This design comes from an exercise in tuning for small area on the open sky130 flow, not from production work.
Function was checked by simulation only, so behaviour that the tests miss may differ from the original.
Power is estimated from default activity; no workload was simulated.

==> flow/design.v <==
module Button_debounce (
    input  logic clk,
    input  logic rst,
    input  logic button_in,
    output logic button_out
);
    logic sync_ff1, sync_ff2, state;
    logic [5:0] count;
    wire differ = sync_ff2 ^ state;
    wire last   = count[0] & count[1] & count[2] & count[4];
    wire run    = differ & ~last;
    always_ff @(posedge clk or posedge rst) begin
        if (rst) begin
            sync_ff1 <= 1'b0;
            sync_ff2 <= 1'b0;
            state    <= 1'b0;
        end else begin
            sync_ff1 <= button_in;
            sync_ff2 <= sync_ff1;
            if (differ & last) state <= sync_ff2;
        end
    end
    always_ff @(posedge clk)
        count <= run ? {count[4:0], count[5] ^ count[4]} : 6'b000001;
    assign button_out = state;
endmodule
module winner_detection (
    input  logic [48:0] board,
    output logic        winner_found,
    output logic [2:0]  wcol
);
    logic [5:0] occ [0:6];
    logic [5:0] cp [0:1][0:6];
    always_comb begin
        for (int c = 0; c < 7; c++) begin
            occ[c][5] = board[c*7 + 6];
            for (int i = 4; i >= 0; i--) occ[c][i] = occ[c][i+1] | board[c*7 + i + 1];
            for (int i = 0; i < 6; i++) begin
                cp[0][c][i] = occ[c][i] & board[c*7 + i];
                cp[1][c][i] = occ[c][i] & ~board[c*7 + i];
            end
        end
    end
    logic [1:0] found_p;
    logic [2:0] w_p [0:1];
    always_comb begin
        for (int p = 0; p < 2; p++) begin
            logic [3:0] mh [0:5];
            logic [3:0] md [0:2];
            logic [3:0] ma [0:2];
            logic [6:0] anyv;
            logic anyh, anyd, anya;
            logic [1:0] ch, cd, ca;
            logic [2:0] cv;
            for (int rr = 0; rr < 6; rr++)
                for (int c = 0; c < 4; c++)
                    mh[rr][c] = cp[p][c][rr] & cp[p][c+1][rr] & cp[p][c+2][rr] & cp[p][c+3][rr];
            for (int c = 0; c < 7; c++) begin
                anyv[c] = 1'b0;
                for (int rr = 0; rr < 3; rr++)
                    anyv[c] = anyv[c] | (cp[p][c][rr] & cp[p][c][rr+1] & cp[p][c][rr+2] & cp[p][c][rr+3]);
            end
            for (int rr = 0; rr < 3; rr++)
                for (int c = 0; c < 4; c++) begin
                    md[rr][c] = cp[p][c][rr] & cp[p][c+1][rr+1] & cp[p][c+2][rr+2] & cp[p][c+3][rr+3];
                    ma[rr][c] = cp[p][c][rr+3] & cp[p][c+1][rr+2] & cp[p][c+2][rr+1] & cp[p][c+3][rr];
                end
            anyh = 1'b0; ch = 2'd0;
            for (int rr = 5; rr >= 0; rr--)
                if (|mh[rr]) begin
                    anyh = 1'b1;
                    ch = mh[rr][0] ? 2'd0 : mh[rr][1] ? 2'd1 : mh[rr][2] ? 2'd2 : 2'd3;
                end
            anyd = 1'b0; cd = 2'd0;
            for (int rr = 2; rr >= 0; rr--)
                if (|md[rr]) begin
                    anyd = 1'b1;
                    cd = md[rr][0] ? 2'd0 : md[rr][1] ? 2'd1 : md[rr][2] ? 2'd2 : 2'd3;
                end
            anya = 1'b0; ca = 2'd0;
            for (int rr = 2; rr >= 0; rr--)
                if (|ma[rr]) begin
                    anya = 1'b1;
                    ca = ma[rr][0] ? 2'd0 : ma[rr][1] ? 2'd1 : ma[rr][2] ? 2'd2 : 2'd3;
                end
            cv = 3'd0;
            for (int c = 6; c >= 0; c--)
                if (anyv[c]) cv = 3'(c);
            found_p[p] = anyh | (|anyv) | anyd | anya;
            if (anyh)       w_p[p] = {1'b0, ch} + 3'd3;
            else if (|anyv) w_p[p] = cv;
            else if (anyd)  w_p[p] = {1'b0, cd} + 3'd3;
            else if (anya)  w_p[p] = {1'b0, ca} + 3'd3;
            else            w_p[p] = 3'd0;
        end
    end
    assign winner_found = |found_p;
    assign wcol = found_p[0] ? w_p[0] : w_p[1];
endmodule
module videoGen (
    input  logic [3:0]  xq, yq,
    input  logic [5:0]  xr, yr,
    input  logic [3:0]  st,
    input  logic [48:0] board,
    input  logic [2:0]  sel,
    input  logic [2:0]  wcol,
    output logic [7:0]  red, green, blue
);
    wire s0      = (st == 4'd0);
    wire waiting = st[0] & (st[2] ^ st[1]);           
    wire go_st   = st[3];                             
    function automatic logic xge(input logic [3:0] q, input logic [5:0] rr, input integer X);
        xge = (q > (X + 10) / 55) || (q == (X + 10) / 55 && rr >= (X + 10) % 55);
    endfunction
    function automatic logic xeq(input logic [3:0] q, input logic [5:0] rr, input integer X);
        xeq = (q == (X + 10) / 55) && (rr == (X + 10) % 55);
    endfunction
    function automatic logic yge(input logic [3:0] q, input logic [5:0] rr, input integer Y);
        yge = (q > (Y + 5) / 55) || (q == (Y + 5) / 55 && rr >= (Y + 5) % 55);
    endfunction
    function automatic logic yeq(input logic [3:0] q, input logic [5:0] rr, input integer Y);
        yeq = (q == (Y + 5) / 55) && (rr == (Y + 5) % 55);
    endfunction
    wire x_board = (xq >= 4'd2) && (xq <= 4'd8);
    wire y_board = (yq >= 4'd1) && (yq <= 4'd6);
    wire in_cell    = x_board && (xr < 6'd50) && y_board && (yr < 6'd50);
    wire frame   = (x_board || (xq == 4'd1 && xr >= 6'd50)) && (y_board || (yq == 4'd0 && yr >= 6'd50)) && !in_cell;
    logic [6:0] colv;
    always_comb begin
        case (xq[2:0])
            3'd2:    colv = board[6:0];
            3'd3:    colv = board[13:7];
            3'd4:    colv = board[20:14];
            3'd5:    colv = board[27:21];
            3'd6:    colv = board[34:28];
            3'd7:    colv = board[41:35];
            default: colv = board[48:42];
        endcase
    end
    logic chip, chip_p1;
    always_comb begin
        case (yq[2:0])
            3'd1:    begin chip = colv[6];              chip_p1 = colv[5]; end
            3'd2:    begin chip = |colv[6:5];           chip_p1 = colv[4]; end
            3'd3:    begin chip = |colv[6:4];           chip_p1 = colv[3]; end
            3'd4:    begin chip = |colv[6:3];           chip_p1 = colv[2]; end
            3'd5:    begin chip = |colv[6:2];           chip_p1 = colv[1]; end
            default: begin chip = |colv[6:1];           chip_p1 = colv[0]; end
        endcase
    end
    wire win_cell = (yq[2:0] == 3'd6) && (xq[2:0] == wcol + 3'd2);
    wire sel_x    = x_board && (xq[2:0] == sel + 3'd2) && (xr < 6'd50);
    wire preview  = waiting && sel_x && (yq == 4'd0);
    wire highlight = sel_x && (yq == 4'd0) && (yr >= 6'd45);
    wire y_text = (yq == 4'd0) && (yr >= 6'd10) && (yr < 6'd40);
    wire wa = (yr <= 6'd18);                       
    wire wb = (yr <= 6'd24);                       
    wire wc = (yr >= 6'd14) && (yr <= 6'd30);      
    wire wd = (yr >= 6'd19) && (yr <= 6'd35);      
    wire we = (yr >= 6'd25);                       
    wire wf = (yr >= 6'd31);                       
    wire w_in = (xq == 4'd4 && xr >= 6'd45) || (xq == 4'd5 && xr < 6'd10);
    logic w_pix;
    always_comb begin
        case (xr)
            6'd0, 6'd45:                  w_pix = wa;
            6'd1, 6'd9, 6'd46, 6'd54:     w_pix = wb;
            6'd2, 6'd8, 6'd47, 6'd53:     w_pix = wc;
            6'd3, 6'd7, 6'd48, 6'd52:     w_pix = wd;
            6'd4, 6'd6, 6'd49, 6'd51:     w_pix = we;
            default:                      w_pix = wf;
        endcase
    end
    wire i_pix = (xq == 4'd5) && (xr >= 6'd24) && (xr <= 6'd26);
    wire n_vert = (xq == 4'd5 && xr >= 6'd40 && xr <= 6'd42) || (xq == 4'd6 && xr >= 6'd2 && xr <= 6'd4);
    wire [7:0] s2 = {1'b0, xr, 1'b0} - {2'b0, yr};
    wire n_diag = (xq == 4'd5 && xr >= 6'd42 && s2 >= 8'd72 && s2 <= 8'd77 && !(s2 == 8'd77 && xr <= 6'd44))
               || (xq == 4'd6 && xr <= 6'd2 && s2 >= 8'd219 && s2 <= 8'd223);    
    wire text = y_text && ((w_in && w_pix) || i_pix || n_vert || n_diag);
    wire sy_in  = yge(yq, yr, 100) && !yge(yq, yr, 181);
    wire y100   = yeq(yq, yr, 100);
    wire y140   = yeq(yq, yr, 140);
    wire y180   = yeq(yq, yr, 180);
    wire y_lo   = !yge(yq, yr, 141);    
    wire y_hi   = yge(yq, yr, 140);     
    wire x_S    = xge(xq, xr, 200) && !xge(xq, xr, 241);
    wire x_T1   = xge(xq, xr, 250) && !xge(xq, xr, 291);
    wire x_A    = xge(xq, xr, 300) && !xge(xq, xr, 341);
    wire x_R    = xge(xq, xr, 350) && !xge(xq, xr, 391);
    wire x_T2   = xge(xq, xr, 400) && !xge(xq, xr, 441);
    wire x_Ain  = xge(xq, xr, 310) && !xge(xq, xr, 331);
    wire letters = sy_in && (
          (x_S  && (y100 || y180 || y140 || (xeq(xq, xr, 200) && y_lo) || (xeq(xq, xr, 240) && y_hi)))
       || (x_T1 && (y100 || xeq(xq, xr, 270)))
       || (x_A  && (y100 || xeq(xq, xr, 300) || xeq(xq, xr, 340) || (y140 && x_Ain)))
       || (x_R  && (y100 || xeq(xq, xr, 350) || y140 || (xeq(xq, xr, 390) && y_hi)))
       || (x_T2 && (y100 || xeq(xq, xr, 420))));
    logic [7:0] rr_o, gg_o, bb_o;
    always_comb begin
        rr_o = 8'h00; gg_o = 8'h00; bb_o = 8'h00;
        if (s0) begin
            gg_o = letters ? 8'hFF : 8'h00;
        end else begin
            if (frame) begin rr_o = 8'h00; gg_o = 8'h00; bb_o = 8'h7F; end
            if (in_cell) begin
                if (!chip)        begin rr_o = 8'hFF; gg_o = 8'hFF; bb_o = 8'hFF; end
                else if (win_cell) begin rr_o = 8'hFF; gg_o = 8'hFF; bb_o = 8'h00; end
                else if (chip_p1) begin rr_o = 8'hFF; gg_o = 8'h00; bb_o = 8'h00; end
                else              begin rr_o = 8'h00; gg_o = 8'hFF; bb_o = 8'h00; end
            end
            if (!go_st) begin
                if (highlight) begin rr_o = 8'h00; gg_o = 8'hC0; bb_o = 8'h00; end
                if (preview)   begin rr_o = 8'hA0; gg_o = 8'hA0; bb_o = 8'hA0; end
            end
            if (go_st && text) begin rr_o = 8'hFF; gg_o = 8'hFF; bb_o = 8'h30; end
        end
    end
    assign red = rr_o;
    assign green = gg_o;
    assign blue = bb_o;
endmodule
module toplevel_connect4 (
    input clk,
    input rst,
    input col_left_raw,
    input col_right_raw,
    input confirm_raw,
    input p1_start_raw,
    input p2_start_raw,
    output vgaclk,
    output hsync,
    output vsync,
    output sync_b,
    output blank_b,
    output [7:0] r,
    output [7:0] g,
    output [7:0] b,
    output [6:0] segments,
    output p1_led,
    output p2_led,
    output game_over_led,
    output [3:0] estado
);
    logic left_db, right_db, confirm_db, p1s_db, p2s_db;
    Button_debounce db_left   (.clk(clk), .rst(rst), .button_in(col_left_raw),  .button_out(left_db));
    Button_debounce db_right  (.clk(clk), .rst(rst), .button_in(col_right_raw), .button_out(right_db));
    Button_debounce db_confirm(.clk(clk), .rst(rst), .button_in(confirm_raw),   .button_out(confirm_db));
    Button_debounce db_p1     (.clk(clk), .rst(rst), .button_in(p1_start_raw),  .button_out(p1s_db));
    Button_debounce db_p2     (.clk(clk), .rst(rst), .button_in(p2_start_raw),  .button_out(p2s_db));
    logic toggle;
    logic [3:0] xq, yq;
    logic [5:0] xr, yr;
    always_ff @(posedge clk or posedge rst) begin
        if (rst) toggle <= 1'b0;
        else     toggle <= ~toggle;
    end
    assign vgaclk = toggle;
    wire x_wrap = xq[3] & xq[2] & xq[1] & xr[5] & xr[2] & xr[1] & xr[0];  
    wire xr_end = xr[5] & xr[4] & xr[2] & xr[1];                          
    wire y_wrap = yq[3] & yq[0] & yr[5] & yr[1];                          
    wire yr_end = yr[5] & yr[4] & yr[2] & yr[1];                          
    always_ff @(posedge clk or posedge rst) begin
        if (rst) begin
            xq <= 4'd0; xr <= 6'd10;
            yq <= 4'd0; yr <= 6'd5;
        end else if (!toggle) begin
            if (x_wrap) begin
                xq <= 4'd0; xr <= 6'd10;
                if (y_wrap) begin
                    yq <= 4'd0; yr <= 6'd5;
                end else if (yr_end) begin
                    yq <= yq + 4'd1; yr <= 6'd0;
                end else begin
                    yr <= yr + 6'd1;
                end
            end else if (xr_end) begin
                xq <= xq + 4'd1; xr <= 6'd0;
            end else begin
                xr <= xr + 6'd1;
            end
        end
    end
    function automatic logic xge(input logic [3:0] q, input logic [5:0] rr, input integer X);
        xge = (q > (X + 10) / 55) || (q == (X + 10) / 55 && rr >= (X + 10) % 55);
    endfunction
    function automatic logic xeq(input logic [3:0] q, input logic [5:0] rr, input integer X);
        xeq = (q == (X + 10) / 55) && (rr == (X + 10) % 55);
    endfunction
    function automatic logic yge(input logic [3:0] q, input logic [5:0] rr, input integer Y);
        yge = (q > (Y + 5) / 55) || (q == (Y + 5) / 55 && rr >= (Y + 5) % 55);
    endfunction
    function automatic logic yeq(input logic [3:0] q, input logic [5:0] rr, input integer Y);
        yeq = (q == (Y + 5) / 55) && (rr == (Y + 5) % 55);
    endfunction
    assign hsync   = ~(xge(xq, xr, 656) & ~xge(xq, xr, 752));
    assign vsync   = ~(yge(yq, yr, 490) & ~yge(yq, yr, 492));
    assign sync_b  = hsync & vsync;
    assign blank_b = ~xge(xq, xr, 640) & ~yge(yq, yr, 480);
    logic [3:0] st, nx;
    logic whose_turn;
    logic move;           
    logic winner_found;
    logic all_full;
    wire start_game = p1s_db | p2s_db;
    always_comb begin
        case (st)
            4'd0: nx = start_game ? 4'd1 : 4'd0;
            4'd1: nx = whose_turn ? 4'd4 : 4'd2;
            4'd2: nx = 4'd3;
            4'd3: nx = move ? 4'd7 : 4'd3;
            4'd4: nx = 4'd5;
            4'd5: nx = move ? 4'd7 : 4'd5;
            4'd7: nx = (winner_found | all_full) ? 4'd8 : (whose_turn ? 4'd2 : 4'd4);
            4'd8: nx = start_game ? 4'd0 : 4'd8;
            default: nx = 4'd0;
        endcase
    end
    always_ff @(posedge clk or posedge rst) begin
        if (rst) st <= 4'd0;
        else     st <= nx;
    end
    always_ff @(posedge clk) begin
        if (st[2] & st[1]) begin                       
            if (!(winner_found | all_full)) whose_turn <= ~whose_turn;
        end else if (st == 4'd0 && start_game) begin
            whose_turn <= p2s_db & ~p1s_db;
        end
    end
    wire s0      = (st == 4'd0);
    wire p1_st   = ~st[2] & st[1];                    
    wire p2_st   = st[2] & ~st[1];                    
    wire waiting = st[0] & (st[2] ^ st[1]);           
    wire go_st   = st[3];                             
    assign estado        = st;
    assign p1_led        = p1_st;
    assign p2_led        = p2_st;
    assign game_over_led = go_st;
    logic [11:0] tcnt;
    logic [3:0]  sec;
    logic        timer_done;
    wire reset_timer = ~st[0] & (st[2] ^ st[1]);       
    wire tick        = ((tcnt & 12'hFFB) == 12'hC38);
    wire sec_last    = sec[3] & sec[0];
    always_ff @(posedge clk or posedge rst) begin
        if (rst) begin
            tcnt <= 12'd0;
            sec  <= 4'd0;
        end else if (reset_timer) begin
            tcnt <= 12'd0;
            sec  <= 4'd0;
        end else if (tick) begin
            tcnt <= 12'd0;
            sec  <= sec_last ? 4'd0 : sec + 4'd1;
        end else begin
            tcnt <= {tcnt[10:0], ~(tcnt[0] ^ tcnt[1] ^ tcnt[7] ^ tcnt[11])};
        end
    end
    always_ff @(posedge clk) timer_done <= ~reset_timer & tick & sec_last;
    logic [6:0] seg;
    always_comb begin
        if (sec[3]) seg = sec[0] ? 7'b0010000 : 7'b0000000;
        else begin
            case (sec[2:0])
                3'd0: seg = 7'b1000000;
                3'd1: seg = 7'b1111001;
                3'd2: seg = 7'b0100100;
                3'd3: seg = 7'b0110000;
                3'd4: seg = 7'b0011001;
                3'd5: seg = 7'b0010010;
                3'd6: seg = 7'b0000010;
                default: seg = 7'b1111000;
            endcase
        end
    end
    assign segments = seg;
    logic [6:0] v [0:6];
    logic [5:0] occ [0:6];    
    logic [6:0] top [0:6];    
    logic [6:0] push [0:6];   
    logic [6:0] valid;        
    logic [2:0] sel;
    wire pbit = p1_st;        
    always_comb begin
        for (int c = 0; c < 7; c++) begin
            occ[c][5] = v[c][6];
            for (int i = 4; i >= 0; i--) occ[c][i] = occ[c][i+1] | v[c][i+1];
            for (int i = 0; i < 6; i++) top[c][i] = v[c][i] & ~occ[c][i];
            top[c][6] = v[c][6];
            push[c][0] = top[c][0] ? pbit : v[c][0];
            for (int i = 1; i < 7; i++) push[c][i] = top[c][i] ? pbit : (top[c][i-1] | v[c][i]);
            valid[c] = ~v[c][6];
        end
    end
    always_ff @(posedge clk) begin
        for (int c = 0; c < 7; c++) begin
            if (s0) v[c] <= 7'b0000001;
            else if (move && sel == c && valid[c]) v[c] <= push[c];
        end
    end
    assign all_full = (valid == 7'b0);
    logic left_prev, right_prev, confirm_prev;
    logic [15:0] lfsr;
    logic [2:0]  rcol;
    logic        rvalid;    
    always_ff @(posedge clk) begin
        left_prev    <= left_db;
        right_prev   <= right_db;
        confirm_prev <= confirm_db;
    end
    wire left_pe    = left_db & ~left_prev;
    wire right_pe   = right_db & ~right_prev;
    wire confirm_pe = confirm_db & ~confirm_prev;
    always_ff @(posedge clk or posedge rst) begin
        if (rst) sel <= 3'd3;
        else if (waiting) begin
            if (rvalid)        sel <= rcol;
            else if (right_pe) sel <= (sel == 3'd6) ? 3'd0 : sel + 3'd1;
            else if (left_pe)  sel <= (sel == 3'd0) ? 3'd6 : sel - 3'd1;
        end
    end
    always_ff @(posedge clk)
        move <= waiting & (rvalid | (~right_pe & ~left_pe & confirm_pe & valid[sel]));
    always_ff @(posedge clk or posedge rst) begin
        if (rst) lfsr <= 16'hACE1;
        else     lfsr <= {lfsr[14:0], lfsr[15] ^ lfsr[13] ^ lfsr[12] ^ lfsr[10]};
    end
    logic [2:0] pick;
    logic       pfound;
    function automatic logic [2:0] first_open(input logic [6:0] m);    
        first_open = 3'd0;
        for (int i = 6; i >= 0; i--) if (m[i]) first_open = 3'(i);
    endfunction
    logic [6:0] from_start;    
    always_comb
        for (int i = 0; i < 7; i++) from_start[i] = (lfsr[3:1] == 3'd7) || (3'(i) >= lfsr[3:1]);
    wire [6:0] open_after = valid & from_start;
    assign pick   = (|open_after) ? first_open(open_after) : first_open(valid);
    assign pfound = |valid;
    logic rgen;
    always_ff @(posedge clk) rgen <= waiting & timer_done;
    assign rvalid = rgen & pfound;
    assign rcol = pick;
    wire [48:0] board = {v[6], v[5], v[4], v[3], v[2], v[1], v[0]};
    logic [2:0] wcol;
    winner_detection winner (.board(board), .winner_found(winner_found), .wcol(wcol));
    videoGen picture (.xq(xq), .xr(xr), .yq(yq), .yr(yr), .st(st), .board(board), .sel(sel), .wcol(wcol),
                      .red(r), .green(g), .blue(b));
endmodule
==> flow/flow/run.sh <==
#!/bin/bash
# The standard layout (standard.sh), except that
#  - synthesis maps the logic with the area-oriented ABC scripts flow/area*.abc (the smallest result is kept) (every register is the standard
#    synthesis's: only the combinational mapping changes), and
#  - the buffers synthesis puts between output ports that share a net, and the port buffers that placement
#    inserts, are sky130_fd_sc_hd__buf_1, and
#  - clock tree synthesis adds no dummy loads.
set -euo pipefail
W=$(pwd)
export FLOW_AREA_ABC_SCRIPTS="$W/flow/area1.abc"
export BUFFER_PORTS_ARGS="-buffer_cell sky130_fd_sc_hd__buf_1"
export CTS_ARGS="-sink_clustering_enable -repair_clock_nets -buf_list sky130_fd_sc_hd__clkbuf_8 -dont_use_dummy_load"
# synth_recipe.tcl with the abc override inserted after its first line (the synth -nofsm -noshare wrapper)
{ head -n 1 synth_recipe.tcl; cat flow/abc_override.tcl; tail -n +2 synth_recipe.tcl; } > synth_area.tcl
sed "s#SYNTH_SCRIPT=[^ ]*#SYNTH_SCRIPT=$W/synth_area.tcl#" standard.sh > standard_area.sh
grep -q "SYNTH_SCRIPT=$W/synth_area.tcl" standard_area.sh
bash standard_area.sh > flow.log 2>&1
==> flow/flow/abc_override.tcl <==
# Map the logic with area-oriented ABC scripts (flow/area*.abc) in place of ORFS's speed script: each script is
# run on the same design and the mapping with the smallest cell area is kept. Every other synthesis step, and so
# every register, is the standard synthesis's.
proc abc {args} {
  set i [lsearch -exact $args -script]
  if {$i < 0 || [lsearch -exact $args -dff] >= 0} {
    yosys abc {*}$args
    return
  }
  set lib [lindex $args [expr {[lsearch -exact $args -liberty] + 1}]]
  yosys design -save pre_area_abc
  set best ""
  foreach script $::env(FLOW_AREA_ABC_SCRIPTS) {
    yosys design -load pre_area_abc
    lset args [expr {$i + 1}] $script
    yosys abc {*}$args
    set report [tee -q -s result.string stat -liberty $lib]
    if {![regexp {Chip area for module [^:]*: ([0-9.]+)} $report -> area]} {
      error "no area reported after abc with $script"
    }
    puts "area-abc: $script -> $area"
    if {$best eq "" || $area < $best} {
      set best $area
      yosys design -save best_area_abc
    }
  }
  yosys design -load best_area_abc
  puts "area-abc: kept $best"
}

# Buffers that synthesis puts between output ports driven by the same net: the smallest buffer.
set ::env(MIN_BUF_CELL_AND_PORTS) "sky130_fd_sc_hd__buf_1 A X"
set ::env(SYNTH_INSBUF) 0
==> flow/flow/area1.abc <==
strash
&get -n
&fraig -x
&put
scorr
dc2
strash
&get -n
&deepsyn -T 20 -S 1
&dch -f
&nf -p -D 8000
&put
==> flow/standard.sh <==
#!/bin/bash
# synth_recipe.tcl (not shown) runs the flow's synth.tcl, then flattens the netlist and writes it again
# the make line also repeats each setting of config.mk as NAME=value (left out here)
make -C /OpenROAD-flow-scripts/flow DESIGN_CONFIG=/design/flow/config.mk WORK_HOME=/design/flow/orfs CLKGATE_MAP_FILE= SYNTH_SCRIPT=/design/flow/synth_recipe.tcl "${@:-finish}"
==> flow/config.mk <==
export PLATFORM = sky130hd
export DESIGN_NAME = toplevel_connect4
export DESIGN_NICKNAME = toplevel_connect4
export VERILOG_FILES = /design/flow/design.v
export SDC_FILE = /design/flow/constraint.sdc
export NUM_CORES = 4
export LEC_CHECK = 0
export CAP_MARGIN = 20
export CORE_MARGIN = 2
export CORE_UTILIZATION = 40
export CTS_BUF_LIST = sky130_fd_sc_hd__clkbuf_8
export GPL_TIMING_DRIVEN = 0
export SLEW_MARGIN = 20
==> flow/constraint.sdc <==
create_clock -name core_clock -period 20.0 [get_ports {clk}]
set_input_delay 4.0000 -clock core_clock [delete_from_list [all_inputs] [get_ports {clk}]]
set_output_delay 4.0000 -clock core_clock [all_outputs]
set_load 0.01 [all_outputs]
==> results of run 1 <==
==> synthesized netlist by cell type (all sizes together), types with 17 or more instances <==
cell type,instances,area (sq um)
o31ai,20,150.1
nor4,27,168.9
ha,47,588.1
nand2,138,518.0
o22ai,20,125.1
nor2,124,465.5
nor3,52,260.3
dfrtp,61,1526
a31oi,27,168.9
nand4,45,281.5
and3,38,237.7
o21ai,108,540.5
dfxtp,85,1702
o211ai,17,127.6
nand2b,22,137.6
clkinv,66,247.7
a21oi,102,510.5
nor2b,33,206.5
nand3,64,320.3
xnor2,19,166.4
==> worst min-delay path by stage <==
stage,from,to,slack [ps]
after floorplan,db_confirm.sync_ff1,db_confirm.sync_ff2,330
after global placement,db_p1.sync_ff1,db_p1.sync_ff2,330
after detailed placement,lfsr[4],lfsr[5],340
after CTS,lfsr[4],lfsr[5],340
after global routing,lfsr[4],lfsr[5],350
final,lfsr[4],lfsr[5],350
==> layout by cell type, fill, tap and decap left out, types with 19 or more instances in the layout <==
master	count
o22ai_1	20
clkinv_1	65
xnor2_1	19
nand2b_1	22
ha_1	47
nand4_1	45
nor2_1	124
nand2_1	137
nor2b_1	33
nand3_1	64
o31ai_1	19
o21ai_0	108
dfrtp_1	61
a31oi_1	27
nor3_1	52
nor4_1	26
buf_1	49
and3_1	38
a21oi_1	102
dfxtp_1	85
==> per-stage QoR <==
| stage | utilization | hold slack [ps] | setup WS (ps) |
|---|---|---|---|
| after CTS | 0.4381 | 339.2 | 9237 |
| after floorplan | - | 331.2 | 10920 |
| after detailed placement | 0.4293 | 336.7 | 9776 |
| final | 0.4381 | 346.4 | 9073 |
| after global placement | 0.4269 | 335.0 | 9787 |
| after global routing | 0.4381 | 350.6 | 8572 |
==> cell type report <==
cell class | instances | share of cell area
Multi-Input combinational cell | 1132 | 0.5951
Sequential cell | 161 | 0.3097
Tap cell | 341 | 0.03644
Inverter | 66 | 0.02159
Clock buffer | 17 | 0.01998
Timing Repair Buffer | 52 | 0.01721
==> cells by family (layout without fill, tap and decap cells) <==
logic type / count (synthesis) / after routing / share of synthesized area
mux: 7 / 7 / 0.008227
fa+ha+maj: 47 / 47 / 0.05446
compound gates: 434 / 434 / 0.2648
buf+inv: 66 / 135 / 0.02294
xor+xnor: 28 / 28 / 0.02271
simple gates: 616 / 616 / 0.2911
flops: 161 / 161 / 0.3358
==> power by group <==
group	switching [mW]	internal [mW]	total (mW)
clock network	0.106	0.0750	0.181
logic	0.0626	0.0408	0.103
registers	0.0292	0.348	0.378
==> metal layers <==
| metal | routed length, um | GRT usage | vias to the layer above |
|---|---|---|---|
| li1 | - | - | 5368 |
| met1 | 16370 | 0.3575 | 5365 |
| met2 | 16380 | 0.4070 | 509 |
| met3 | 2749 | 0.04654 | 81 |
| met4 | 1374 | 0.1121 | 0 |
| met5 | 0 | 0 | - |
==> worst max-delay path: cells and delay by family, from the launching register on <==
kind	cells	cell delay, ps
compound gates	6	2380
xor+xnor	1	210
buf+inv	2	420
flops	1	540
simple gates	7	2950
==> impl_metrics.env, run 1 <==
export IMPL_worstHoldPathCells=0
export IMPL_regArea_sq_mm=0.003626
export IMPL_clkLatencyLatePin_ps=480
export IMPL_drive_gt1_frac=0.03011
export IMPL_post_cts_resized=0
export IMPL_cts_root_buffer="clkbuf_8"
export IMPL_cp_end_kind="primary output"
export IMPL_cts_sinks=161
export IMPL_r2r_start="v[4][6]"
export IMPL_ys_async_sr_fraction=0.4658
export IMPL_crit_fanout=18
export IMPL_final_min_clock_period_ps=10930
export IMPL_grt_pass1_vias=10340
export IMPL_top_regs="v (49), lfsr (16), tcnt (12)"
export IMPL_die_area_sq_mm=0.02832
export IMPL_period_share=0.5463
export IMPL_syn_inst=1359
export IMPL_crit_required_ps=16000
export IMPL_yosysSeqAreaShare=0.3358
export IMPL_endpoint="g[7]"
export IMPL_syn_avg_cell_area_sq_um=7.945
export IMPL_cp_startpoint="v[4][6]"
export IMPL_postRouteAntennaNets=0
export IMPL_finalSetupTns_ps=0
export IMPL_start_util=0.4040
export IMPL_largest_register="v"
export IMPL_total_power_mw=0.6622
export IMPL_max_slew_margin=0.2523
export IMPL_n_fill_cell=2742
export IMPL_antennaDiodeCount=0
export IMPL_grt_pass1_wl_mm=58.69
export IMPL_layout_cells_non_filler=1769
export IMPL_yosysUniqueCellTypes=70
export IMPL_crit_chain="nor4_1 -> nand2_1 -> o21ai_0 -> a2111oi_0 -> nor2_1 -> nor4bb_1 -> clkinv_1 -> o31ai_1 -> xnor2_1 -> nor2b_1 -> nor4_1 -> a41o_1 -> o21ai_0 -> a31oi_1 -> or3b_1 -> buf_1"
export IMPL_areaGrowthSynthToFinish_pct=8.424
export IMPL_grt_max_degree=76
export IMPL_final_nets=1484
export IMPL_stdcell_area_sq_mm=0.01171
export IMPL_reg2reg_depth=10
export IMPL_ios=50
export IMPL_port_buffers=49
export IMPL_cts_tree="yes"
export IMPL_final_setup_skew_ps=55.81
export IMPL_viasPerCell=6.401
export IMPL_core_sq_mm=0.02673
export IMPL_place_gp_congestion=1.025
export IMPL_placed_area_sq_mm=0.01147
export IMPL_drv_cap=0
export IMPL_grt_usage=0.2617
export IMPL_cts_setup_buffers=0
export IMPL_netlist_area_sq_mm=0.01080
export IMPL_syn_num_nets=1413
export IMPL_status="complete, no violations"
export IMPL_dp_cells=1752
export IMPL_min_path_type="reg -> reg"
export IMPL_crit_type="reg -> out"
export IMPL_synth_warnings=17
export IMPL_largest_reg_flops=49
export IMPL_fp_dieW_um=168.3
export IMPL_first_pass_iters=6
export IMPL_p_leak_nw=4.448
export IMPL_clock_path_buffers=2
export IMPL_ys_seq_elements=161
export IMPL_yosys_most_used_dff="dfxtp_1"
export IMPL_setup_violations=0
export IMPL_cts_max_level=4
export IMPL_reg2reg_slack_ps=14580
export IMPL_timing_rr_end="whose_turn"
export IMPL_hold_viol_final=0
export IMPL_dieHeight_um=168.3
export IMPL_clkTransAtPathRegs_ps=80
export IMPL_wl_mm=36.88
export IMPL_ctsHoldBuffers=0
export IMPL_route_detailed_drc=0
export IMPL_powerDensity_mw_per_mm2=56.56
export IMPL_wl_per_cell_um=20.85
export IMPL_slowest_stage="nor4_1"
export IMPL_slew_viol_final=0
export IMPL_dr_total_vias=11320
export IMPL_drtIter0Drc=1394
export IMPL_startpoint_type="register"
export IMPL_rsz0062_at_grt="false"
export IMPL_tightest_slew_ps=1111
export IMPL_antenna_found_initial=0
export IMPL_numCtsBuffers=17
export IMPL_num_rows=60
export IMPL_timing_fmax_ghz=0.09152
export IMPL_max_vdd_ir_drop_mv=0.05730
export IMPL_dpl_hpwl_mm=27.85
export IMPL_overflow=0
export IMPL_slowest_delay_ps=1030
export IMPL_multi_input_area_sq_mm=0.006967
export IMPL_synth_edf_count=1
export IMPL_crit_arrival_ps=6930
==> run 2: changes to the inputs <==
--- a/flow/flow/run.sh
+++ b/flow/flow/run.sh
@@ -8,5 +8,5 @@
 set -euo pipefail
 W=$(pwd)
-export FLOW_AREA_ABC_SCRIPTS="$W/flow/area1.abc"
+export FLOW_AREA_ABC_SCRIPTS="$W/flow/area1.abc $W/flow/area2.abc $W/flow/area3.abc"
 export BUFFER_PORTS_ARGS="-buffer_cell sky130_fd_sc_hd__buf_1"
 export CTS_ARGS="-sink_clustering_enable -repair_clock_nets -buf_list sky130_fd_sc_hd__clkbuf_8 -dont_use_dummy_load"
--- a/flow/flow/abc_override.tcl
+++ b/flow/flow/abc_override.tcl
@@ -31,3 +31,2 @@
 # Buffers that synthesis puts between output ports driven by the same net: the smallest buffer.
 set ::env(MIN_BUF_CELL_AND_PORTS) "sky130_fd_sc_hd__buf_1 A X"
-set ::env(SYNTH_INSBUF) 0
==> flow/flow/area1.abc (replaced) <==
strash
&get -n
&fraig -x
&put
scorr
dc2
strash
&get -n
&deepsyn -T 180 -S 1
&dch -f
&nf -p -D 8000
&put
==> flow/flow/area2.abc (new file) <==
strash
&get -n
&fraig -x
&put
scorr
dc2
strash
&get -n
&deepsyn -T 150 -S 2
&if -K 6
&mfs -e
&st
&deepsyn -T 60 -S 2
&dch -f
&nf -p -D 8000
&put
==> flow/flow/area3.abc (new file) <==
strash
&get -n
&fraig -x
&put
scorr
dc2
strash
&get -n
&deepsyn -T 240 -S 3
&dch -f
&nf -p -D 8000
&put
==> run 2 against run 1 <==
Via count fell by 1.9%. Synthesized cell count decreased by 0.88%. Register-to-register slack improved by 170 ps. Final cell count shrank 0.96%. Die area down 0.66%. First-iteration DRC count down 1.1%. Critical endpoint is now r[4]. Largest cell class unchanged. Highest routed layer unchanged.
==> impl_metrics.env, run 2 <==
export IMPL_timing_rr_end="st[1]"
export IMPL_dpl_hpwl_mm=27.23
export IMPL_p_leak_nw=4.435
export IMPL_cts_setup_buffers=0
export IMPL_synthTopCellsByArea="dfxtp_1 (16%), dfrtp_1 (14%), ha_1 (5.5%)"
export IMPL_syn_inst=1347
export IMPL_r2r_start="v[2][5]"
export IMPL_overflow=0
export IMPL_ys_async_sr_fraction=0.4658
export IMPL_crit_required_ps=16000
export IMPL_dieHeight_um=167.7
export IMPL_grt_max_degree=76
export IMPL_reg2reg_depth=11
export IMPL_slew_viol_final=0
export IMPL_antennaDiodeCount=0
export IMPL_setup_violations=0
export IMPL_slowest_stage="o31ai_1"
export IMPL_wl_mm=36.27
export IMPL_fp_dieW_um=167.7
export IMPL_post_cts_resized=0
export IMPL_clkTransAtPathRegs_ps=90
export IMPL_yosysMostFrequentCell="nor2_1"
export IMPL_largest_reg_flops=49
export IMPL_port_buffers=49
export IMPL_layout_commonest_cell="nor2_1"
export IMPL_syn_num_nets=1401
export IMPL_max_vdd_ir_drop_mv=0.04926
export IMPL_start_util=0.4093
export IMPL_wl_per_cell_um=20.70
export IMPL_synth_common_cells="nor2_1 (129), nand2_1 (127), o21ai_0 (104)"
export IMPL_period_share=0.5529
export IMPL_synth_warnings=17
export IMPL_cp_num_buf_inv=2
export IMPL_timing_fmax_ghz=0.09044
export IMPL_synth_edf_count=1
export IMPL_cts_sinks=161
export IMPL_postRouteAntennaNets=0
export IMPL_numCtsBuffers=17
export IMPL_grt_usage=0.2546
export IMPL_worstHoldStart="lfsr[6]"
export IMPL_die_area_sq_mm=0.02814
export IMPL_crit_arrival_ps=7060
export IMPL_reg2reg_slack_ps=14750
export IMPL_grt_pass1_wl_mm=57.13
export IMPL_crit_fanout=14
export IMPL_crit_chain="or4_1 -> o31ai_1 -> a2111oi_0 -> a41oi_1 -> nand3_1 -> nor4_1 -> nand3_1 -> o221ai_1 -> a21boi_0 -> o22ai_1 -> xnor2_1 -> mux2i_1 -> o41ai_1 -> o21bai_1 -> a21oi_1 -> nor2b_1 -> buf_1 -> buf_1"
export IMPL_yosysUniqueCellTypes=73
export IMPL_path_delay_family="compound AO/OA/AOI/OAI gates"
export IMPL_crit_cells=18
export IMPL_yosysSeqAreaShare=0.3381
export IMPL_core_sq_mm=0.02621
export IMPL_final_min_clock_period_ps=11060
export IMPL_cts_root_buffer="clkbuf_8"
export IMPL_clock_path_buffers=2
export IMPL_ios=50
export IMPL_areaGrowthSynthToFinish_pct=8.143
export IMPL_synth_top_cell_area_share=0.1587
export IMPL_drtIter0Drc=1378
export IMPL_drive_gt1_frac=0.02682
export IMPL_min_path_type="reg -> reg"
export IMPL_worstHoldPathCells=0
export IMPL_viasPerCell=6.340
export IMPL_finalSetupTns_ps=0
export IMPL_crit_type="reg -> out"
export IMPL_tightest_slew_ps=1071
export IMPL_status="complete, no violations"
export IMPL_clkLatencyLatePin_ps=480
export IMPL_largest_register="v"
export IMPL_num_rows=59
export IMPL_ys_seq_elements=161
export IMPL_route_detailed_drc=0
export IMPL_max_slew_margin=0.2797
export IMPL_powerDensity_mw_per_mm2=54.79
export IMPL_drv_cap=0
export IMPL_cts_max_level=4
export IMPL_dr_total_vias=11110
export IMPL_final_setup_skew_ps=46.82
export IMPL_place_gp_congestion=1.012
export IMPL_timing_final_ws_setup_ps=8943
export IMPL_cts_tree="yes"
export IMPL_syn_avg_cell_area_sq_um=7.962
export IMPL_holdPathEnd="lfsr[7]"
export IMPL_startpoint_type="register"
export IMPL_pre_cts_slack_ps=9789
export IMPL_final_nets=1473
export IMPL_top_regs="v (49), lfsr (16), tcnt (12)"
export IMPL_netlist_area_sq_mm=0.01073
export IMPL_rsz0062_at_grt="false"
export IMPL_slowest_delay_ps=850
export IMPL_ctsHoldBuffers=0
export IMPL_first_pass_iters=9
export IMPL_grt_pass1_vias=10130
export IMPL_hold_viol_final=0
export IMPL_yosys_most_used_dff="dfxtp_1"
export IMPL_yosys_area_top_type="dfxtp_1"
export IMPL_cp_end_kind="primary output"
export IMPL_final_cell_mix="nor2_1 (129), nand2_1 (127), o21ai_0 (103)"
export IMPL_antenna_found_initial=0
[run 2: changes by cell type after synthesis, moves of 6 or more]
cell      before  now
buf_1          0   15
nand2_1      138  127
a21o_1         7   16
nand3_1       64   55
nand4_1       45   36
a31oi_1       27   21
nand2b_1      22   28
nor3b_1        2    8
o22ai_1       20   14
o41ai_1       10    4
[run 2: final cells by class]
type / count / area (sq um)
fillers: 2646 / 14610
flip-flops and latches: 161 / 3626
multi-input cells: 1105 / 6802
plain buffers: 15 / 56.30
repair buffers: 53 / 209.0
well taps: 335 / 419.2
clock buffers: 17 / 234.0
inverters: 66 / 252.7
[run 2: layer usage]
metal | up-vias | GRT usage | wire [um]
li1 | 5269 | - | -
met1 | 5289 | 0.3592 | 16430
met2 | 472 | 0.3891 | 16020
met3 | 77 | 0.03876 | 2600
met4 | 0 | 0.1047 | 1220
met5 | - | 0 | 0
[run 2: cells by family (layout without fill, tap and decap cells)]
family,count (synthesis),after routing,share of synthesized area
xor gates and xnor gates,28,28,0.02286
muxes,10,10,0.01108
and+or+nand+nor,588,588,0.2768
buffers and inverters,81,151,0.02835
AOI/OAI and AO/OA,432,432,0.2680
adders and majority gates,47,47,0.05483
DFF,161,161,0.3381
[run 2: worst register-to-register path, cell delays in order, from the launching register on]
cell and delay (ps):
dfxtp_1 510, or4_1 730, o31ai_1 920, nor4_1 140, nor2_1 150, o221ai_1 160
nor4_1 690, and4b_1 480, nand4_1 290, or3_1 580, or3_1 380, a21oi_1 120
[run 2: per-stage QoR]
step	power (mW)	hold WS, ps	area, sq um	cells	utilization
finish	0.6354	344.8	11600	1752	0.4426
global route	0.6677	348.4	11600	1752	0.4426
CTS	0.6415	348.3	11600	1752	0.4426
detailed placement	0.4550	334.7	11360	1735	0.4337
global placement	0.4530	333.1	11330	1731	0.4323
floorplan	0.4306	331.2	10730	1347	-
[run 2: where the power goes]
part	leakage, nW	internal, mW	switching, mW
Combinational	2.69	0.0335	0.0430
Sequential	1.63	0.347	0.0252
Clock	0.122	0.0753	0.111
Total	4.43	0.456	0.180
[run 2: how the worst max path moves through the flow]
stage,start,end
finish,v[6][6],r[4]
global route,v[6][6],r[1]
CTS,v[6][6],r[4]
detailed placement,v[2][5],r[4]
global placement,v[2][5],r[3]
floorplan,v[2][3],r[1]
==> run 3: changes to the inputs <==
--- a/flow/flow/run.sh
+++ b/flow/flow/run.sh
@@ -1,8 +1,9 @@
 #!/bin/bash
 # The standard layout (standard.sh), except that
-#  - synthesis maps the logic with the area-oriented ABC scripts flow/area*.abc (the smallest result is kept) (every register is the standard
-#    synthesis's: only the combinational mapping changes), and
-#  - the buffers synthesis puts between output ports that share a net, and the port buffers that placement
-#    inserts, are sky130_fd_sc_hd__buf_1, and
+#  - synthesis maps the logic with the area-oriented ABC scripts flow/area*.abc and keeps the smallest result,
+#    maps adders with the rest of the logic instead of full/half-adder cells, and inserts no buffers between
+#    output ports that share a net (every register is the standard synthesis's: only the combinational logic
+#    changes; see flow/abc_override.tcl),
+#  - the port buffers that placement inserts are sky130_fd_sc_hd__buf_1, and
 #  - clock tree synthesis adds no dummy loads.
 set -euo pipefail
--- a/flow/flow/abc_override.tcl
+++ b/flow/flow/abc_override.tcl
@@ -29,4 +29,7 @@
 }
 
-# Buffers that synthesis puts between output ports driven by the same net: the smallest buffer.
-set ::env(MIN_BUF_CELL_AND_PORTS) "sky130_fd_sc_hd__buf_1 A X"
+
+# No pass-through buffers between output ports that share a net (placement gives every port its own buffer),
+# and no full/half-adder cells: ABC maps the arithmetic with the rest of the logic.
+set ::env(SYNTH_INSBUF) 0
+set ::env(ADDER_MAP_FILE) ""
==> run 3 against run 2 <==
Largest cell class unchanged. Sequential power fell by 1%. Worst setup slack improved by 1000 ps. Sequential share of layout area rose by 2.2 points. Die area fell by 6.7%. Critical path type unchanged. Non-clock buffer count fell by 17. Largest power group unchanged. Via count fell by 3.7%. Synthesized cell count fell by 5.0%. Clock skew fell by 17 ps. Register-to-register slack improved by 360 ps. Clock power barely moved. Critical endpoint is now g[6]. First-iteration DRC count fell by 4.1%. Combinational power rose by 27%.
==> impl_metrics.env, run 3 <==
export IMPL_clock_path_buffers=2
export IMPL_startpoint_type="register"
export IMPL_synth_top_family_by_area="simple AND/OR/NAND/NOR gates"
export IMPL_wl_per_cell_um=21.03
export IMPL_drv_cap=0
export IMPL_slowest_stage="o21ai_0"
export IMPL_max_slew_margin=0.2064
export IMPL_synth_xor_area_share=0.02278
export IMPL_crit_top_cell="nand3_1"
export IMPL_netlist_area_sq_mm=0.009995
export IMPL_final_setup_skew_ps=30.22
export IMPL_slew_viol_final=0
export IMPL_num_rows=57
export IMPL_final_cell_mix="nor2_1 (150), nand2_1 (129), a21oi_1 (110)"
export IMPL_clkTransAtPathRegs_ps=110
export IMPL_viasPerCell=6.403
export IMPL_die_area_sq_mm=0.02627
export IMPL_whs_ps=334.9
export IMPL_cp_num_buf_inv=1
export IMPL_timing_fmax_ghz=0.09983
export IMPL_max_vdd_ir_drop_mv=0.04811
export IMPL_postRouteAntennaNets=0
export IMPL_largest_reg_flops=49
export IMPL_clkLatencyLatePin_ps=480
export IMPL_cts_setup_buffers=0
export IMPL_rsz0062_at_grt="false"
export IMPL_synth_edf_count=1
export IMPL_yosys_area_top_type="dfxtp_1"
export IMPL_fp_dieW_um=162.1
export IMPL_crit_required_ps=16000
export IMPL_reg2reg_depth=15
export IMPL_synth_compound_area_frac=0.2526
export IMPL_path_delay_family="simple AND/OR/NAND/NOR gates"
export IMPL_n_fill_cell=2567
export IMPL_p_sw_frac=0.3097
export IMPL_yosysSeqAreaShare=0.3628
export IMPL_cts_root_buffer="clkbuf_8"
export IMPL_synthTopCellsByArea="dfxtp_1 (17%), dfrtp_1 (15%), nor2_1 (5.6%)"
export IMPL_comb_power_share=0.149
export IMPL_yosys_area_share_simple=0.3425
export IMPL_dpl_hpwl_mm=26.30
export IMPL_crit_type="reg -> out"
export IMPL_cts_tree="yes"
export IMPL_dieHeight_um=162.1
export IMPL_route_detailed_drc=0
export IMPL_status="complete, no violations"
export IMPL_place_gp_congestion=0.9847
export IMPL_dr_total_vias=10700
export IMPL_ios=50
export IMPL_antennaDiodeCount=0
export IMPL_synth_warnings=17
export IMPL_crit_arrival_ps=6020
export IMPL_timing_rr_end="st[1]"
export IMPL_worstHoldStart="db_confirm.sync_ff1"
export IMPL_syn_num_nets=1286
export IMPL_powerDensity_mw_per_mm2=60.26
export IMPL_numCtsBuffers=17
export IMPL_yosys_most_used_dff="dfxtp_1"
export IMPL_drtIter0Drc=1321
export IMPL_syn_avg_cell_area_sq_um=7.814
export IMPL_layout_commonest_cell="nor2_1"
export IMPL_cts_max_level=4
export IMPL_core_sq_mm=0.02439
export IMPL_hold_viol_final=0
export IMPL_synth_top_cell_area_share=0.1703
export IMPL_clockPowerShare=0.290
export IMPL_drive_gt1_frac=0.02673
export IMPL_post_cts_resized=0
export IMPL_first_pass_iters=6
export IMPL_tightest_slew_ps=1180
export IMPL_setup_violations=0
export IMPL_port_buffers=49
export IMPL_power_switching_mw=0.2024
export IMPL_syn_inst=1279
export IMPL_cp_end_kind="primary output"
export IMPL_ctsHoldBuffers=0
export IMPL_period_share=0.5009
export IMPL_holdPathEnd="db_confirm.sync_ff2"
export IMPL_worstHoldPathCells=0
export IMPL_grt_usage=0.2693
export IMPL_cts_sinks=161
export IMPL_finalSetupTns_ps=0
export IMPL_final_nets=1356
export IMPL_antenna_found_initial=1
export IMPL_top_regs="v (49), lfsr (16), tcnt (12)"
export IMPL_yosysMostFrequentCell="nor2_1"
export IMPL_p_int_mw=0.4513
export IMPL_power_share_sequential=0.562
export IMPL_crit_fanout=13
export IMPL_start_util=0.4098
export IMPL_synth_common_cells="nor2_1 (150), nand2_1 (129), a21oi_1 (110)"
export IMPL_r2r_start="v[3][5]"
export IMPL_ys_seq_elements=161
export IMPL_p_leak_nw=4.195
export IMPL_largest_register="v"
export IMPL_grt_pass1_vias=9942
export IMPL_overflow=0
export IMPL_ys_async_sr_fraction=0.4658
export IMPL_final_min_clock_period_ps=10020
export IMPL_reg2reg_slack_ps=15110
export IMPL_areaGrowthSynthToFinish_pct=8.551
export IMPL_synth_mux_area_frac=0.007636
export IMPL_synth_adder_area_share=0
export IMPL_yosysUniqueCellTypes=68
export IMPL_wl_mm=35.13
export IMPL_grt_pass1_wl_mm=55.69
export IMPL_min_path_type="reg -> reg"
export IMPL_crit_chain="or4_1 -> o21ai_0 -> nor3_1 -> nand3_1 -> nand2_1 -> nor4b_1 -> nand3_1 -> nor2_1 -> nand4_1 -> o221ai_1 -> xnor2_1 -> and3_1 -> o2111ai_1 -> a31o_1 -> a31oi_1 -> buf_1"
export IMPL_slowest_delay_ps=920
export IMPL_grt_max_degree=76
run 3: changes by cell type after synthesis, sizes merged, moves of 6 or more:
cell    before  now
a222oi       9    1
ha          47    0
nand2b      28   44
nor3        52   69
o31ai       18   12
buf         15    0
clkinv      66   31
o221ai       4   11
and4         2    8
nand3       55   43
a21oi       98  110
o21ai      104   93
nor2       129  150
run 3: metal layers:
layer | up-vias | GRT usage | share of wire
li1 | 5016 | - | -
met1 | 5100 | 0.3713 | 0.44
met2 | 507 | 0.4197 | 0.44
met3 | 76 | 0.04571 | 0.082
met4 | 0 | 0.1106 | 0.038
met5 | - | 0 | 0
run 3: layout make-up:
type / count / area, sq um / share of cell area
Inverter: 31 / 121.4 / 0.01119
Clock buffer: 17 / 234.0 / 0.02157
Sequential cell: 161 / 3626 / 0.3342
Multi-Input combinational cell: 1087 / 6266 / 0.5776
Tap cell: 324 / 405.4 / 0.03737
Timing Repair Buffer: 51 / 196.4 / 0.01811
run 3: stage by stage:
step           cell area [sq um]  cells    util  power, mW  setup slack [ps]
2_1_floorplan               9995   1279       -     0.4327             12060
3_3_place_gp               10580   1652  0.4339     0.4655             10650
3_5_place_dp               10610   1654  0.4349     0.4688             10670
4_1_cts                    10840   1671  0.4445     0.6562             10160
5_1_grt                    10850   1671  0.4448     0.6827              9755
6_report                   10850   1671  0.4448     0.6537              9982
run 3: worst max path at each step:
stage | start | endpoint | cells after the start
CTS | v[4][6] | g[0] | 17
global placement | v[4][6] | g[6] | 17
floorplan | v[4][6] | r[0] | 16
global route | v[3][5] | g[6] | 16
finish | v[3][5] | g[6] | 16
detailed placement | v[4][6] | g[6] | 17
run 3: cells by family after synthesis:
kind of cell / after synthesis
buf+inv: 31
mux: 7
compound gates: 391
simple gates: 663
flops: 161
xor+xnor: 26
run 3: worst register-to-register path, stage by stage, from the launching register on:
cell and delay, ps:
dfxtp_1 470, or4_1 630, o21ai_0 920, nor3_1 260
nand3_1 230, nand2_1 120, nor4b_1 570, nand3_1 220
nor2_1 140, nand4_1 230, nor2_1 190, nand3_1 300
nor2_1 200, a221o_1 170, a21oi_1 70, nor2_1 110
run 3: power by group through the flow:
stage	combinational, mW	clock [mW]	sequential [mW]
floorplan	0.0658	0	0.367
global placement	0.0930	0	0.373
detailed placement	0.0958	0	0.373
CTS	0.0961	0.193	0.367
global route	0.108	0.203	0.371
finish	0.0971	0.189	0.367
==> run 4: changes to the inputs <==
--- a/flow/flow/run.sh
+++ b/flow/flow/run.sh
@@ -9,5 +9,5 @@
 set -euo pipefail
 W=$(pwd)
-export FLOW_AREA_ABC_SCRIPTS="$W/flow/area1.abc $W/flow/area2.abc $W/flow/area3.abc"
+export FLOW_AREA_ABC_SCRIPTS="$W/flow/area1.abc"
 export BUFFER_PORTS_ARGS="-buffer_cell sky130_fd_sc_hd__buf_1"
 export CTS_ARGS="-sink_clustering_enable -repair_clock_nets -buf_list sky130_fd_sc_hd__clkbuf_8 -dont_use_dummy_load"
==> flow/flow/area1.abc (replaced) <==
strash
&get -n
&fraig -x
&put
scorr
dc2
strash
&get -n
&deepsyn -T 20 -S 1
&dch -f
&nf -p -D 8000
&put
--- a/flow/config.mk
+++ b/flow/config.mk
@@ -8,5 +8,5 @@
 export CAP_MARGIN = 20
 export CORE_MARGIN = 2
-export CORE_UTILIZATION = 40
+export CORE_UTILIZATION = 65
 export CTS_BUF_LIST = sky130_fd_sc_hd__clkbuf_8
 export GPL_TIMING_DRIVEN = 0
removed: flow/flow/area2.abc
removed: flow/flow/area3.abc
==> run 4 against run 3 <==
Clock skew up 29 ps. Sequential share of layout area up 0.30 points. Non-clock buffer count up 1. Design area down 0.90%. Synthesized area up 0.41%. Utilization up 27 points. Via count up 5.4%. Critical endpoint is now r[4].
==> impl_metrics.env, run 4 <==
export IMPL_status="complete, no violations"
export IMPL_route_detailed_drc=0
export IMPL_core_sq_mm=0.01515
export IMPL_largest_reg_flops=49
export IMPL_netlist_area_sq_mm=0.01004
export IMPL_yosys_most_used_dff="dfxtp_1"
export IMPL_syn_avg_cell_area_sq_um=7.927
export IMPL_place_gp_congestion=1.067
export IMPL_finalSetupTns_ps=0
export IMPL_cts_tree="yes"
export IMPL_cts_root_buffer="clkbuf_8"
export IMPL_start_util=0.6626
export IMPL_synth_edf_count=1
export IMPL_synth_top_cell_area_share=0.1696
export IMPL_final_nets=1344
export IMPL_p_sw_frac=0.3022
export IMPL_overflow=0
export IMPL_clock_path_buffers=2
export IMPL_slowest_stage="a21oi_1"
export IMPL_crit_required_ps=16000
export IMPL_dpl_hpwl_mm=24.53
export IMPL_fp_dieW_um=128.3
export IMPL_ys_async_sr_fraction=0.4658
export IMPL_crit_chain="clkinv_1 -> a21oi_1 -> and4_1 -> o21ai_0 -> a21boi_0 -> o21ai_0 -> a21oi_1 -> o21ai_0 -> a31oi_1 -> nor4bb_1 -> o311ai_0 -> a2111oi_0 -> xor2_1 -> a31oi_1 -> a21oi_1 -> or2_0 -> buf_1"
export IMPL_final_cell_mix="nor2_1 (148), nand2_1 (132), o21ai_0 (94)"
export IMPL_synth_common_cells="nor2_1 (148), nand2_1 (132), o21ai_0 (94)"
export IMPL_syn_num_nets=1273
export IMPL_power_switching_mw=0.1961
export IMPL_viasPerCell=7.405
export IMPL_ios=50
export IMPL_wl_per_cell_um=22.48
export IMPL_crit_arrival_ps=6040
export IMPL_yosys_area_top_type="dfxtp_1"
export IMPL_n_fill_cell=1250
export IMPL_layout_commonest_cell="nor2_1"
export IMPL_crit_fanout=11
export IMPL_drtIter0Drc=1792
export IMPL_grt_max_degree=76
export IMPL_ys_seq_elements=161
export IMPL_max_vdd_ir_drop_mv=0.06678
export IMPL_top_regs="v (49), lfsr (16), tcnt (12)"
export IMPL_startpoint_type="register"
export IMPL_areaGrowthSynthToFinish_pct=7.132
export IMPL_max_slew_margin=0.3029
export IMPL_postRouteAntennaNets=0
export IMPL_grt_pass1_wl_mm=54.15
export IMPL_cp_end_kind="primary output"
export IMPL_clkLatencyLatePin_ps=480
export IMPL_stdcell_area_sq_mm=0.01075
export IMPL_dieHeight_um=128.3
export IMPL_grt_usage=0.4170
export IMPL_slowest_delay_ps=790
export IMPL_timing_fmax_ghz=0.09959
export IMPL_tightest_slew_ps=1035
export IMPL_first_pass_iters=8
export IMPL_final_min_clock_period_ps=10040
export IMPL_cts_sinks=161
export IMPL_wl_mm=34.24
export IMPL_post_cts_resized=0
export IMPL_cts_max_level=4
export IMPL_hold_viol_final=0
export IMPL_p_leak_nw=4.109
export IMPL_slew_viol_final=0
export IMPL_cts_setup_buffers=0
export IMPL_period_share=0.5021
export IMPL_synth_warnings=17
export IMPL_synthTopCellsByArea="dfxtp_1 (17%), dfrtp_1 (15%), nor2_1 (5.5%)"
export IMPL_clkTransAtPathRegs_ps=100
export IMPL_setup_violations=0
export IMPL_antennaDiodeCount=0
export IMPL_final_setup_skew_ps=59.37
export IMPL_clockPowerShare=0.289
export IMPL_yosysMostFrequentCell="nor2_1"
export IMPL_comb_power_share=0.129
export IMPL_reg2reg_slack_ps=15040
export IMPL_port_buffers=49
export IMPL_drv_cap=0
export IMPL_crit_type="reg -> out"
export IMPL_min_path_type="reg -> reg"
export IMPL_placed_area_sq_mm=0.01050
export IMPL_ctsHoldBuffers=0
export IMPL_yosysUniqueCellTypes=70
export IMPL_powerDensity_mw_per_mm2=60.35
export IMPL_rsz0062_at_grt="false"
export IMPL_num_rows=45
export IMPL_yosysSeqAreaShare=0.3613
export IMPL_numCtsBuffers=17
export IMPL_syn_inst=1266
export IMPL_grt_pass1_vias=10190
export IMPL_p_int_mw=0.4527
export IMPL_drive_gt1_frac=0.03071
export IMPL_antenna_found_initial=0
export IMPL_power_share_sequential=0.582
export IMPL_post_route_util=0.7099
export IMPL_die_area_sq_mm=0.01645
export IMPL_largest_register="v"
export IMPL_dr_total_vias=11280
==> run 4: cell families (layout without fill, tap and decap cells) <==
| logic type | after synthesis | in the layout | share of synthesized area |
|---|---|---|---|
| AO/OA/AOI/OAI | 386 | 386 | 0.2594 |
| buffers and inverters | 25 | 94 | 0.009350 |
| AND/OR/NAND/NOR | 653 | 653 | 0.3326 |
| XOR/XNOR | 34 | 34 | 0.02967 |
| multiplexers | 7 | 7 | 0.007605 |
| flip-flops | 161 | 161 | 0.3613 |
==> run 4: final cells by class <==
| class | count | area, sq um | share of cell area |
|---|---|---|---|
| Multi-Input combinational cell | 1080 | 6354 | 0.5909 |
| Clock buffer | 17 | 234.0 | 0.02176 |
| Tap cell | 188 | 235.2 | 0.02188 |
| Sequential cell | 161 | 3626 | 0.3373 |
| Timing Repair Buffer | 52 | 203.9 | 0.01897 |
| Inverter | 25 | 98.84 | 0.009193 |
==> run 4: final timing paths <==
path,start,endpoint,cells after the start
worst max-delay path,v[4][6],r[4],17
worst min-delay path,lfsr[8],lfsr[9],0
worst max register to register,v[2][4],whose_turn,11
worst min register to register,lfsr[8],lfsr[9],0
max in group asynchronous,rst,xq[2],2
min in group asynchronous,rst,db_left.sync_ff1,2
==> run 4: metal layers <==
layer	track usage	up-vias	share of wire	wire length, um
met3	0.09766	174	0.12	4221
met2	0.6361	854	0.44	14960
met4	0.2004	0	0.052	1765
li1	-	5039	-	-
met1	0.5601	5211	0.39	13290
met5	0	-	0	0
==> run 4: power by group through the flow <==
stage | clock [mW] | sequential [mW] | combinational, mW
after global routing | 0.200 | 0.380 | 0.0905
after global placement | 0 | 0.381 | 0.0763
after detailed placement | 0 | 0.382 | 0.0809
after CTS | 0.186 | 0.376 | 0.0811
final | 0.188 | 0.378 | 0.0837
after floorplan | 0 | 0.370 | 0.0590
==> run 4: critical path, delay by kind of cell, from the launching register on <==
kind	cells	cell delay [ps]
flip-flops	1	660
AO/OA/AOI/OAI	11	3010
buffers and inverters	2	510
AND/OR/NAND/NOR	3	1080
XOR/XNOR	1	300
==> run 4: metrics by stage <==
| step | total power, mW | std cells | setup slack [ps] | hold slack [ps] |
|---|---|---|---|---|
| 2_1_floorplan | 0.4293 | 1266 | 11760 | 331.2 |
| 3_3_place_gp | 0.4571 | 1503 | 10770 | 332.8 |
| 3_5_place_dp | 0.4627 | 1506 | 10730 | 338.4 |
| 4_1_cts | 0.6425 | 1523 | 10220 | 359.3 |
| 5_1_grt | 0.6699 | 1523 | 9501 | 359.2 |
| 6_report | 0.6488 | 1523 | 9959 | 358.2 |
==> run 5: changes to the inputs <==
--- a/flow/config.mk
+++ b/flow/config.mk
@@ -8,5 +8,5 @@
 export CAP_MARGIN = 20
 export CORE_MARGIN = 2
-export CORE_UTILIZATION = 65
+export CORE_UTILIZATION = 78
 export CTS_BUF_LIST = sky130_fd_sc_hd__clkbuf_8
 export GPL_TIMING_DRIVEN = 0
==> run 5 against run 4 <==
Fmax shrank 1.4%. Highest routed layer is now met5. Still clean on timing, DRC and antenna. Critical endpoint is now g[1]. Via count is 5.3% higher. Count of clock-buffer cells in the layout stayed put. Synthesized cell count unchanged. Critical path depth unchanged. Final cell count is 0.98% lower.
==> impl_metrics.env, run 5 <==
export IMPL_slew_viol_final=0
export IMPL_dpl_hpwl_mm=23.40
export IMPL_wl_mm=33.90
export IMPL_ctsHoldBuffers=0
export IMPL_period_share=0.5090
export IMPL_clkTransAtPathRegs_ps=60
export IMPL_r2r_start="v[3][6]"
export IMPL_route_detailed_drc=0
export IMPL_final_nets=1345
export IMPL_drive_gt1_frac=0.02994
export IMPL_yosys_most_used_dff="dfxtp_1"
export IMPL_dieHeight_um=117.4
export IMPL_post_cts_resized=0
export IMPL_whs_ps=358.6
export IMPL_synth_top_cell_area_share=0.1696
export IMPL_timing_fmax_ghz=0.09822
export IMPL_die_area_sq_mm=0.01379
export IMPL_postRouteAntennaNets=0
export IMPL_synth_edf_count=1
export IMPL_worstHoldStart="db_p2.sync_ff1"
export IMPL_yosys_area_top_type="dfxtp_1"
export IMPL_grt_usage=0.4884
export IMPL_final_cell_mix="nor2_1 (148), nand2_1 (132), o21ai_0 (94)"
export IMPL_crit_top_cell="clkinv_1"
export IMPL_clock_path_buffers=2
export IMPL_port_buffers=49
export IMPL_syn_num_nets=1273
export IMPL_final_min_clock_period_ps=10180
export IMPL_ys_seq_elements=161
export IMPL_drtIter0Drc=3005
export IMPL_yosysSeqAreaShare=0.3613
export IMPL_top_regs="v (49), lfsr (16), tcnt (12)"
export IMPL_crit_type="reg -> out"
export IMPL_status="complete, no violations"
export IMPL_areaGrowthSynthToFinish_pct=6.807
export IMPL_timing_final_ws_setup_ps=9819
export IMPL_yosysMostFrequentCell="nor2_1"
export IMPL_reg2reg_depth=13
export IMPL_worstHoldPathCells=0
export IMPL_antennaDiodeCount=0
export IMPL_grt_pass1_vias=10850
export IMPL_grt_pass1_wl_mm=54.23
export IMPL_p_leak_nw=4.095
export IMPL_holdPathEnd="db_p2.sync_ff2"
export IMPL_layout_commonest_cell="nor2_1"
export IMPL_slowest_stage="a2111oi_0"
export IMPL_cts_max_level=4
export IMPL_crit_required_ps=16000
export IMPL_crit_chain="nor4_1 -> nand2b_1 -> nor2_1 -> nor3_1 -> or2_0 -> nor4b_1 -> clkinv_1 -> o221ai_1 -> a31oi_1 -> nor4bb_1 -> o311ai_0 -> a2111oi_0 -> xor2_1 -> a311oi_1 -> o21a_1 -> clkinv_1 -> buf_1"
export IMPL_cts_sinks=161
export IMPL_rsz0062_at_grt="false"
export IMPL_core_sq_mm=0.01257
export IMPL_synth_common_cells="nor2_1 (148), nand2_1 (132), o21ai_0 (94)"
export IMPL_fp_dieW_um=117.4
export IMPL_wl_per_cell_um=22.48
export IMPL_start_util=0.7985
export IMPL_cts_root_buffer="clkbuf_8"
export IMPL_largest_register="v"
export IMPL_placed_area_sq_mm=0.01046
export IMPL_post_route_util=0.8529
export IMPL_synth_warnings=17
export IMPL_antenna_found_initial=0
export IMPL_setup_violations=0
export IMPL_synthTopCellsByArea="dfxtp_1 (17%), dfrtp_1 (15%), nor2_1 (5.5%)"
export IMPL_max_slew_margin=0.1485
export IMPL_first_pass_iters=15
export IMPL_dr_total_vias=11870
export IMPL_overflow=0
export IMPL_largest_reg_flops=49
export IMPL_cts_tree="yes"
export IMPL_min_path_type="reg -> reg"
export IMPL_timing_rr_end="st[2]"
export IMPL_stdcell_area_sq_mm=0.01072
export IMPL_grt_max_degree=76
export IMPL_cp_end_kind="primary output"
export IMPL_slowest_delay_ps=810
export IMPL_crit_arrival_ps=6180
export IMPL_crit_fanout=15
export IMPL_drv_cap=0
export IMPL_ys_async_sr_fraction=0.4658
export IMPL_numCtsBuffers=17
export IMPL_max_vdd_ir_drop_mv=0.08771
export IMPL_place_gp_congestion=1.208
export IMPL_cts_setup_buffers=0
export IMPL_syn_avg_cell_area_sq_um=7.927
export IMPL_clkLatencyLatePin_ps=470
export IMPL_netlist_area_sq_mm=0.01004
export IMPL_powerDensity_mw_per_mm2=59.84
export IMPL_hold_viol_final=0
export IMPL_syn_inst=1266
export IMPL_tightest_slew_ps=1261
export IMPL_finalSetupTns_ps=0
export IMPL_reg2reg_slack_ps=14890
export IMPL_final_setup_skew_ps=30.22
export IMPL_yosysUniqueCellTypes=70
export IMPL_pre_cts_slack_ps=10800
export IMPL_startpoint_type="register"
export IMPL_viasPerCell=7.874
export IMPL_num_rows=41
export IMPL_ios=50
run 5: cell count changes in the layout (fill, tap and decap cells not counted):
cell / change
o41ai_1: +2
buf_4: -1
o41ai_2: -2
buf_2: +2
run 5: report_power, final:
group / switching, mW / total (mW) / internal, mW
clock: 0.103 / 0.178 / 0.0748
sequential: 0.0303 / 0.377 / 0.347
combinational: 0.0559 / 0.0870 / 0.0311
total: 0.189 / 0.641 / 0.453
run 5: kinds of logic after synthesis:
logic type             synth area share
XOR/XNOR                        0.02967
AO/OA/AOI/OAI                    0.2594
buffers and inverters          0.009350
flip-flops                       0.3613
multiplexers                   0.007605
AND/OR/NAND/NOR                  0.3326
run 5: worst max path at each step:
stage	depth (start not counted)	slack, ps	from	endpoint
6_report	17	9820	v[6][6]	g[1]
3_3_place_gp	17	10920	v[5][6]	g[0]
3_5_place_dp	17	10800	v[6][6]	g[1]
2_1_floorplan	16	11760	v[5][6]	r[0]
5_1_grt	17	9670	v[6][6]	g[1]
4_1_cts	17	10270	v[6][6]	g[1]
run 5: through the flow:
stage / cells / total power [mW]
2_1_floorplan: 1266 / 0.4293
3_3_place_gp: 1487 / 0.4510
3_5_place_dp: 1490 / 0.4608
4_1_cts: 1507 / 0.6327
5_1_grt: 1508 / 0.6606
6_report: 1508 / 0.6415
run 5: critical path, delay by kind of cell, from the launching register on:
kind / cells / cell delay [ps]
flip-flops: 1 / 530
XOR/XNOR: 1 / 200
AND/OR/NAND/NOR: 7 / 2750
buffers and inverters: 3 / 460
AO/OA/AOI/OAI: 6 / 1790
run 5: final cells by class:
| type | count | area (sq um) |
|---|---|---|
| Clock buffer | 17 | 234.0 |
| Fill cell | 764 | 1849 |
| Inverter | 25 | 98.84 |
| Multi-Input combinational cell | 1080 | 6339 |
| Sequential cell | 161 | 3626 |
| Tap cell | 172 | 215.2 |
| Timing Repair Buffer | 53 | 206.4 |
run 5: routing by layer:
| metal | GRT usage | part of all wire | vias up |
|---|---|---|---|
| met1 | 0.6114 | 0.35 | 5301 |
| met2 | 0.7219 | 0.42 | 1180 |
| li1 | - | - | 5033 |
| met4 | 0.2997 | 0.082 | 2 |
| met3 | 0.1761 | 0.15 | 358 |
| met5 | 0 | 0.00094 | - |

==> static timing again, ports no longer ideal <==
Ports are ideal in the flow. The routed layouts listed here were re-timed in OpenROAD. Step 1 assumes that a clkbuf_16 drives the clock port and a buf_2 every other input. Step 2 moves the port delays by t, midway between the first and last clock arrival at a register: inputs arrive t later, outputs are due t later. That takes back most of the time a late clock gives input paths. Slacks: no drivers / after step 1 / after step 2; pairs: no drivers / after step 1.
run | t (ns) | setup slack, ns | worst register clock-pin slew, ns
run 1 | 0.502 | 9.073 / 9.027 / 9.530 | 0.12 / 0.12
run 2 | 0.500 | 8.943 / 8.893 / 9.393 | 0.13 / 0.13
run 3 | 0.507 | 9.982 / 9.938 / 10.445 | 0.11 / 0.11
run 4 | 0.494 | 9.959 / 9.917 / 10.411 | 0.11 / 0.11
run 5 | 0.500 | 9.819 / 9.778 / 10.278 | 0.09 / 0.09
After both steps setup and hold are still met in every run listed.
